What follows belongs to an exercise in optimizing a design on an open flow for small area, a short achievable clock period and few clock cycles; a production flow would make more cautious choices. At most, simulation tests tie the RTL to the original design; equivalence was not proved.

==> flow/design.v (excerpt) <==
module alu_unit (
	input  wire        clk,
	input  wire        rst,
	input  wire        start,
	input  wire [31:0] op1,
	input  wire [31:0] op2,
	input  wire [3:0]  selALU,
	output wire        done,
	output wire [31:0] result
);
reg [31:0] res;    
reg [31:0] ra;     
reg [31:0] rb;     
reg        rdone;
reg        busy;
reg        mdiv;   
reg        first;  
reg        fnot;   
reg        fone;   
reg [4:0]  cnt;    
assign result = res | (~ra & {32{fnot}}) | {32{fone}};
assign done   = rdone;
wire        inv = selALU[0] | selALU[3];
wire [32:0] s   = {1'b0, op1} + {1'b0, op2 ^ {32{inv}}} + {32'b0, inv};
wire        lt  = ~s[32];
wire        eq  = (op1 == op2);
wire        z1  = ~|op1;
wire        z2  = ~|op2;
wire is_addsub = (selALU[3:1] == 3'd0);
wire is_mul    = (selALU == 4'd2);
wire is_div    = (selALU == 4'd3);
wire is_not    = (selALU == 4'd6);
wire one       = ((selALU == 4'd10) &  eq)
               | ((selALU == 4'd11) & ~eq)
               | ((selALU == 4'd12) & ~lt & ~eq)
               | ((selALU == 4'd13) &  lt)
               | (is_div & z2);
wire mul_long  = is_mul & ~z1 & ~z2;
wire div_long  = is_div & ~z2 & ~lt;
wire [4:0] lza, lzb;
clz32 u_lza (.x(ra), .n(lza));
clz32 u_lzb (.x(rb), .n(lzb));
wire        swap = first & (lza > lzb);
wire [31:0] mx   = swap ? rb : ra;
wire [31:0] my   = swap ? ra : rb;
wire [31:0] pp0 = my[0] ? mx        : 32'd0;
wire [31:0] pp1 = my[1] ? (mx << 1) : 32'd0;
wire [31:0] pp2 = my[2] ? (mx << 2) : 32'd0;
wire [31:0] pp3 = my[3] ? (mx << 3) : 32'd0;
wire [31:0] s1, c1, s2, c2, s3, c3, mp;
wire        mco;
csa #(32) u_c1 (.x(res), .y(pp0), .z(pp1), .s(s1), .c(c1));
csa #(32) u_c2 (.x(s1),  .y(c1),  .z(pp2), .s(s2), .c(c2));
csa #(32) u_c3 (.x(s2),  .y(c2),  .z(pp3), .s(s3), .c(c3));
  ...
For scale: ~110 flip-flops, about 100 I/O pins.
==> module alu_unit, before the edit <==
module alu_unit (
	input  wire        clk,
	input  wire        rst,
	input  wire        start,
	input  wire [31:0] op1,
	input  wire [31:0] op2,
	input  wire [3:0]  selALU,
	output wire        done,
	output wire [31:0] result
);
reg [31:0] res;    
reg [31:0] ra;     
reg [31:0] rb;     
reg        rdone;
reg        busy;
reg        mdiv;   
reg        first;  
reg        fnot;   
reg        fone;   
reg [4:0]  cnt;    
assign result = res | (~ra & {32{fnot}}) | {32{fone}};
assign done   = rdone;
wire        inv = selALU[0] | selALU[3];
wire [32:0] s   = {1'b0, op1} + {1'b0, op2 ^ {32{inv}}} + {32'b0, inv};
wire        lt  = ~s[32];
wire        eq  = (op1 == op2);
wire        z1  = ~|op1;
wire        z2  = ~|op2;
wire is_addsub = (selALU[3:1] == 3'd0);
wire is_mul    = (selALU == 4'd2);
wire is_div    = (selALU == 4'd3);
wire is_not    = (selALU == 4'd6);
wire one       = ((selALU == 4'd10) &  eq)
               | ((selALU == 4'd11) & ~eq)
               | ((selALU == 4'd12) & ~lt & ~eq)
               | ((selALU == 4'd13) &  lt)
               | (is_div & z2);
wire mul_long  = is_mul & ~z1 & ~z2;
wire div_long  = is_div & ~z2 & ~lt;
wire [4:0] lza, lzb;
clz32 u_lza (.x(ra), .n(lza));
clz32 u_lzb (.x(rb), .n(lzb));
wire        swap = first & (lza > lzb);
wire [31:0] mx   = swap ? rb : ra;
wire [31:0] my   = swap ? ra : rb;
wire [31:0] pp0 = my[0] ? mx        : 32'd0;
wire [31:0] pp1 = my[1] ? (mx << 1) : 32'd0;
wire [31:0] pp2 = my[2] ? (mx << 2) : 32'd0;
wire [31:0] pp3 = my[3] ? (mx << 3) : 32'd0;
wire [31:0] s1, c1, s2, c2, s3, c3, mp;
wire        mco;
csa #(32) u_c1 (.x(res), .y(pp0), .z(pp1), .s(s1), .c(c1));
csa #(32) u_c2 (.x(s1),  .y(c1),  .z(pp2), .s(s2), .c(c2));
csa #(32) u_c3 (.x(s2),  .y(c2),  .z(pp3), .s(s3), .c(c3));
rca #(32) u_ma (.a(s3), .b(c3), .ci(1'b0), .s(mp), .co(mco));
wire mul_last = ~|my[31:4];
wire [4:0]  sh  = first ? (lzb - lza) : 5'd0;
wire [31:0] dv  = rb << sh;
wire [4:0]  ce  = first ? sh : cnt;
wire [31:0] dt;
wire        dge;
rca #(32) u_ds (.a(ra), .b(~dv), .ci(1'b1), .s(dt), .co(dge));
wire div_last = (ce == 5'd0);
always @(posedge clk) begin
	if (start) begin
		res   <= s[31:0] & {32{is_addsub}};
		ra    <= op1;
		rb    <= op2;
		mdiv  <= is_div;
		first <= 1'b1;
	end else begin
		first <= 1'b0;
		if (mdiv) begin
			res <= {res[30:0], dge};
			ra  <= dge ? dt : ra;
			rb  <= dv >> 1;
			cnt <= ce - 5'd1;
		end else begin
			res <= mp;
			ra  <= mx << 4;
			rb  <= my >> 4;
		end
	end
	fnot <= start & is_not;
	fone <= start & one;
	if (rst) begin
		rdone <= 1'b0;
		busy  <= 1'b0;
	end else if (start) begin
		rdone <= ~(mul_long | div_long);
		busy  <= mul_long | div_long;
	end else if (busy & (mdiv ? div_last : mul_last)) begin
		rdone <= 1'b1;
		busy  <= 1'b0;
	end else begin
		rdone <= 1'b0;
	end
end
endmodule
clock: 85.0 ns
lec_check: 0
abc_area: 1
cap_margin: 20
core_margin: 2
core_utilization: 55
slew_margin: 20
standard.sh (not shown) runs the stock make flow with config.mk's settings and CLKGATE_MAP_FILE= SYNTH_SCRIPT=/design/flow/synth_recipe.tcl, a recipe that flattens the netlist after the stock synthesis.
==> flow/flow/run.sh <==
#!/bin/bash
# Standard ORFS layout, with the timing repair steps asked to leave
# SETUP_SLACK_MARGIN ns of setup slack so that they work on the paths
# that set the achieved period. Constraints and clock are the standard flow's own.
set -euo pipefail
export SETUP_SLACK_MARGIN=$(cat flow/margin.txt)
bash standard.sh > standard.log 2>&1
==> flow/flow/margin.txt <==
65
The starting point passed the timing, DRC and antenna checks.
Testbench counts at the start, summed over its fixed seeds: cycles 69,196.
Change:
--- a/flow/design.v
+++ b/flow/design.v
@@ -52,30 +52,35 @@
 reg        rdone;
 reg        busy;
 reg        mdiv;   
 reg        first;  
-reg        fnot;   
-reg        fone;   
 reg [4:0]  cnt;    
-assign result = res | (~ra & {32{fnot}}) | {32{fone}};
+assign result = res;
 assign done   = rdone;
 wire        inv = selALU[0] | selALU[3];
 wire [32:0] s   = {1'b0, op1} + {1'b0, op2 ^ {32{inv}}} + {32'b0, inv};
 wire        lt  = ~s[32];
 wire        eq  = (op1 == op2);
+wire        gt  = ~lt & ~eq;
 wire        z1  = ~|op1;
 wire        z2  = ~|op2;
-wire is_addsub = (selALU[3:1] == 3'd0);
-wire is_mul    = (selALU == 4'd2);
-wire is_div    = (selALU == 4'd3);
-wire is_not    = (selALU == 4'd6);
-wire one       = ((selALU == 4'd10) &  eq)
-               | ((selALU == 4'd11) & ~eq)
-               | ((selALU == 4'd12) & ~lt & ~eq)
-               | ((selALU == 4'd13) &  lt)
-               | (is_div & z2);
-wire mul_long  = is_mul & ~z1 & ~z2;
-wire div_long  = is_div & ~z2 & ~lt;
+reg [31:0] r0;
+always @(*) begin
+	case (selALU)
+		4'd0, 4'd1: r0 = s[31:0];
+		4'd3:       r0 = {32{z2}};
+		4'd6:       r0 = ~op1;
+		4'd10:      r0 = {32{eq}};
+		4'd11:      r0 = {32{~eq}};
+		4'd12:      r0 = {32{gt}};
+		4'd13:      r0 = {32{lt}};
+		default:    r0 = 32'd0;
+	endcase
+end
+wire is_mul   = (selALU == 4'd2);
+wire is_div   = (selALU == 4'd3);
+wire mul_long = is_mul & ~z1 & ~z2;
+wire div_long = is_div & ~z2 & ~lt;
 wire [4:0] lza, lzb;
 clz32 u_lza (.x(ra), .n(lza));
 clz32 u_lzb (.x(rb), .n(lzb));
 wire        swap = first & (lza > lzb);
@@ -100,9 +105,9 @@
 rca #(32) u_ds (.a(ra), .b(~dv), .ci(1'b1), .s(dt), .co(dge));
 wire div_last = (ce == 5'd0);
 always @(posedge clk) begin
 	if (start) begin
-		res   <= s[31:0] & {32{is_addsub}};
+		res   <= r0;
 		ra    <= op1;
 		rb    <= op2;
 		mdiv  <= is_div;
 		first <= 1'b1;
@@ -118,10 +123,8 @@
 			ra  <= mx << 4;
 			rb  <= my >> 4;
 		end
 	end
-	fnot <= start & is_not;
-	fone <= start & one;
 	if (rst) begin
 		rdone <= 1'b0;
 		busy  <= 1'b0;
 	end else if (start) begin
=>
- The changed run finished with timing, DRC and antenna clean
- via count is higher slightly
- design area is lower slightly
- count of clock-buffer cells in the layout does not change
- maximum frequency is lower slightly
- hold slack gets better by 0.0068 ns
- register-to-register slack gets worse by 0.06 ns
- global-route usage is lower by 0.34 points
- area after synthesis is higher slightly
- synthesized cell count is about the same
- die area is higher slightly
Testbench counts after the change, summed over its fixed seeds: cycles 69,196.

* * *

the reference run:
alu_unit with an RTL version that a note above also has.
Size in the first run: ~1,800 cells after synthesis, about 110 flip-flops, roughly 100 I/O pins.
==> module alu_unit, before the edit <==
module alu_unit (
	input  wire        clk,
	input  wire        rst,
	input  wire        start,
	input  wire [31:0] op1,
	input  wire [31:0] op2,
	input  wire [3:0]  selALU,
	output wire        done,
	output wire [31:0] result
);
reg [31:0] res;    
reg [31:0] ra;     
reg [31:0] rb;     
reg        rdone;
reg        busy;
reg        mdiv;   
reg        first;  
reg [4:0]  cnt;    
assign result = res;
assign done   = rdone;
wire        inv = selALU[0] | selALU[3];
wire [32:0] s   = {1'b0, op1} + {1'b0, op2 ^ {32{inv}}} + {32'b0, inv};
wire        lt  = ~s[32];
wire        eq  = (op1 == op2);
wire        gt  = ~lt & ~eq;
wire        z1  = ~|op1;
wire        z2  = ~|op2;
reg [31:0] r0;
always @(*) begin
	case (selALU)
		4'd0, 4'd1: r0 = s[31:0];
		4'd3:       r0 = {32{z2}};
		4'd6:       r0 = ~op1;
		4'd10:      r0 = {32{eq}};
		4'd11:      r0 = {32{~eq}};
		4'd12:      r0 = {32{gt}};
		4'd13:      r0 = {32{lt}};
		default:    r0 = 32'd0;
	endcase
end
wire is_mul   = (selALU == 4'd2);
wire is_div   = (selALU == 4'd3);
wire mul_long = is_mul & ~z1 & ~z2;
wire div_long = is_div & ~z2 & ~lt;
wire [4:0] lza, lzb;
clz32 u_lza (.x(ra), .n(lza));
clz32 u_lzb (.x(rb), .n(lzb));
wire        swap = first & (lza > lzb);
wire [31:0] mx   = swap ? rb : ra;
wire [31:0] my   = swap ? ra : rb;
wire [31:0] pp0 = my[0] ? mx        : 32'd0;
wire [31:0] pp1 = my[1] ? (mx << 1) : 32'd0;
wire [31:0] pp2 = my[2] ? (mx << 2) : 32'd0;
wire [31:0] pp3 = my[3] ? (mx << 3) : 32'd0;
wire [31:0] s1, c1, s2, c2, s3, c3, mp;
wire        mco;
csa #(32) u_c1 (.x(res), .y(pp0), .z(pp1), .s(s1), .c(c1));
csa #(32) u_c2 (.x(s1),  .y(c1),  .z(pp2), .s(s2), .c(c2));
csa #(32) u_c3 (.x(s2),  .y(c2),  .z(pp3), .s(s3), .c(c3));
rca #(32) u_ma (.a(s3), .b(c3), .ci(1'b0), .s(mp), .co(mco));
wire mul_last = ~|my[31:4];
wire [4:0]  sh  = first ? (lzb - lza) : 5'd0;
wire [31:0] dv  = rb << sh;
wire [4:0]  ce  = first ? sh : cnt;
wire [31:0] dt;
wire        dge;
rca #(32) u_ds (.a(ra), .b(~dv), .ci(1'b1), .s(dt), .co(dge));
wire div_last = (ce == 5'd0);
always @(posedge clk) begin
	if (start) begin
		res   <= r0;
		ra    <= op1;
		rb    <= op2;
		mdiv  <= is_div;
		first <= 1'b1;
	end else begin
		first <= 1'b0;
		if (mdiv) begin
			res <= {res[30:0], dge};
			ra  <= dge ? dt : ra;
			rb  <= dv >> 1;
			cnt <= ce - 5'd1;
		end else begin
			res <= mp;
			ra  <= mx << 4;
			rb  <= my >> 4;
		end
	end
	if (rst) begin
		rdone <= 1'b0;
		busy  <= 1'b0;
	end else if (start) begin
		rdone <= ~(mul_long | div_long);
		busy  <= mul_long | div_long;
	end else if (busy & (mdiv ? div_last : mul_last)) begin
		rdone <= 1'b1;
		busy  <= 1'b0;
	end else begin
		rdone <= 1'b0;
	end
end
endmodule
export LEC_CHECK = 0
export CAP_MARGIN = 20
export CORE_MARGIN = 2
export CORE_UTILIZATION = 40
export SLEW_MARGIN = 20
create_clock -name core_clock -period 85.0 [get_ports {clk}]
==> flow/flow/margin.txt <==
66.5
Scripts as last shown in full above: flow/flow/run.sh
Testbench counts of the reference run, summed over its fixed seeds: cycles 69,196.
[inputs] the trial run vs the reference run
--- a/flow/design.v
+++ b/flow/design.v
@@ -11,10 +11,25 @@
 generate for (i = 0; i < N; i = i + 1) begin : g
 	assign s[i]   = a[i] ^ b[i] ^ c[i];
 	assign c[i+1] = (a[i] & b[i]) | (a[i] & c[i]) | (b[i] & c[i]);
 end endgenerate
 assign co = c[N];
+endmodule
+module csel32 (
+	input  [31:0] a,
+	input  [31:0] b,
+	input         ci,
+	output [31:0] s,
+	output        co
+);
+wire        cm, c0, c1;
+wire [15:0] h0, h1;
+rca #(16) u_lo (.a(a[15:0]),  .b(b[15:0]),  .ci(ci),   .s(s[15:0]), .co(cm));
+rca #(16) u_h0 (.a(a[31:16]), .b(b[31:16]), .ci(1'b0), .s(h0),      .co(c0));
+rca #(16) u_h1 (.a(a[31:16]), .b(b[31:16]), .ci(1'b1), .s(h1),      .co(c1));
+assign s[31:16] = cm ? h1 : h0;
+assign co       = cm ? c1 : c0;
 endmodule
 module csa #(parameter N = 32) (
 	input  [N-1:0] x,
 	input  [N-1:0] y,
 	input  [N-1:0] z,
@@ -51,16 +66,17 @@
 reg [31:0] rb;     
 reg        rdone;
 reg        busy;
 reg        mdiv;   
 reg        first;  
+reg        swp;    
 reg [4:0]  cnt;    
 assign result = res;
 assign done   = rdone;
-wire        inv = selALU[0] | selALU[3];
+wire        inv = selALU[0];           
 wire [32:0] s   = {1'b0, op1} + {1'b0, op2 ^ {32{inv}}} + {32'b0, inv};
-wire        lt  = ~s[32];
+wire        lt  = (op1 < op2);
 wire        eq  = (op1 == op2);
 wire        gt  = ~lt & ~eq;
 wire        z1  = ~|op1;
 wire        z2  = ~|op2;
 reg [31:0] r0;
@@ -81,11 +97,11 @@
 wire mul_long = is_mul & ~z1 & ~z2;
 wire div_long = is_div & ~z2 & ~lt;
 wire [4:0] lza, lzb;
 clz32 u_lza (.x(ra), .n(lza));
 clz32 u_lzb (.x(rb), .n(lzb));
-wire        swap = first & (lza > lzb);
+wire        swap = first & swp;
 wire [31:0] mx   = swap ? rb : ra;
 wire [31:0] my   = swap ? ra : rb;
 wire [31:0] pp0 = my[0] ? mx        : 32'd0;
 wire [31:0] pp1 = my[1] ? (mx << 1) : 32'd0;
 wire [31:0] pp2 = my[2] ? (mx << 2) : 32'd0;
@@ -93,25 +109,26 @@
 wire [31:0] s1, c1, s2, c2, s3, c3, mp;
 wire        mco;
 csa #(32) u_c1 (.x(res), .y(pp0), .z(pp1), .s(s1), .c(c1));
 csa #(32) u_c2 (.x(s1),  .y(c1),  .z(pp2), .s(s2), .c(c2));
 csa #(32) u_c3 (.x(s2),  .y(c2),  .z(pp3), .s(s3), .c(c3));
-rca #(32) u_ma (.a(s3), .b(c3), .ci(1'b0), .s(mp), .co(mco));
+csel32     u_ma (.a(s3), .b(c3), .ci(1'b0), .s(mp), .co(mco));
 wire mul_last = ~|my[31:4];
 wire [4:0]  sh  = first ? (lzb - lza) : 5'd0;
 wire [31:0] dv  = rb << sh;
 wire [4:0]  ce  = first ? sh : cnt;
 wire [31:0] dt;
 wire        dge;
-rca #(32) u_ds (.a(ra), .b(~dv), .ci(1'b1), .s(dt), .co(dge));
+csel32     u_ds (.a(ra), .b(~dv), .ci(1'b1), .s(dt), .co(dge));
 wire div_last = (ce == 5'd0);
 always @(posedge clk) begin
 	if (start) begin
 		res   <= r0;
 		ra    <= op1;
 		rb    <= op2;
 		mdiv  <= is_div;
+		swp   <= lt;
 		first <= 1'b1;
 	end else begin
 		first <= 1'b0;
 		if (mdiv) begin
 			res <= {res[30:0], dge};
Notes after the runs:
Looking at combined flip-flop and latch cell area, the trial run sits about 0.75% higher than the reference run does. The reference run has a lower cell area after layout than the trial run. Changes observed in the trial run relative to the reference run: count of cells along the worst register-to-register path decreased 11; worst hold slack essentially unchanged; wire length of the first global-routing pass essentially unchanged; via density per instance decreased 0.17. The trial run: starting density of the core lower than the reference run. The trial run: clock sink count is about 1% higher than what the reference run reported.
Only the layout flow was run in the trial run; the RTL was not checked for function there.

==> re-timing with driven ports <==
No port has a modelled driver above. Below, the same layouts with a new extraction and two added sets of constraints.
Step 1, drivers: a clkbuf_16 drives clk and a buf_2 each remaining input, both assumed.
Step 2 also shifts input and output timing later by t, the mid clock arrival at the registers, as if the neighbouring blocks saw the same clock.
Three values: ideal, step 1, step 2; two values: the first two.
| run | t (ns) | setup slack, ns | worst hold slack (ns) | latest minus earliest clock arrival (ns) | pins driven straight from the clock port |
|---|---|---|---|---|---|
| the first run of note 1 | 0.410 | 65.292 / 65.319 / 64.909 | 0.488 / 0.488 / 0.488 | 0.019 / 0.019 | 1 |
| the second run of note 1 | 0.410 | 65.102 / 65.128 / 64.718 | 0.495 / 0.495 / 0.495 | 0.018 / 0.018 | 1 |
| the reference run | 0.428 | 65.107 / 65.112 / 64.684 | 0.473 / 0.473 / 0.473 | 0.010 / 0.010 | 1 |
| the trial run | 0.419 | 65.153 / 65.158 / 64.738 | 0.476 / 0.476 / 0.476 | 0.024 / 0.023 | 1 |
After both steps every run listed still meets setup and hold. For the reference run, which loses most, drivers alone change the setup slack by +0.005 ns; drivers and shift together by -0.423 ns.
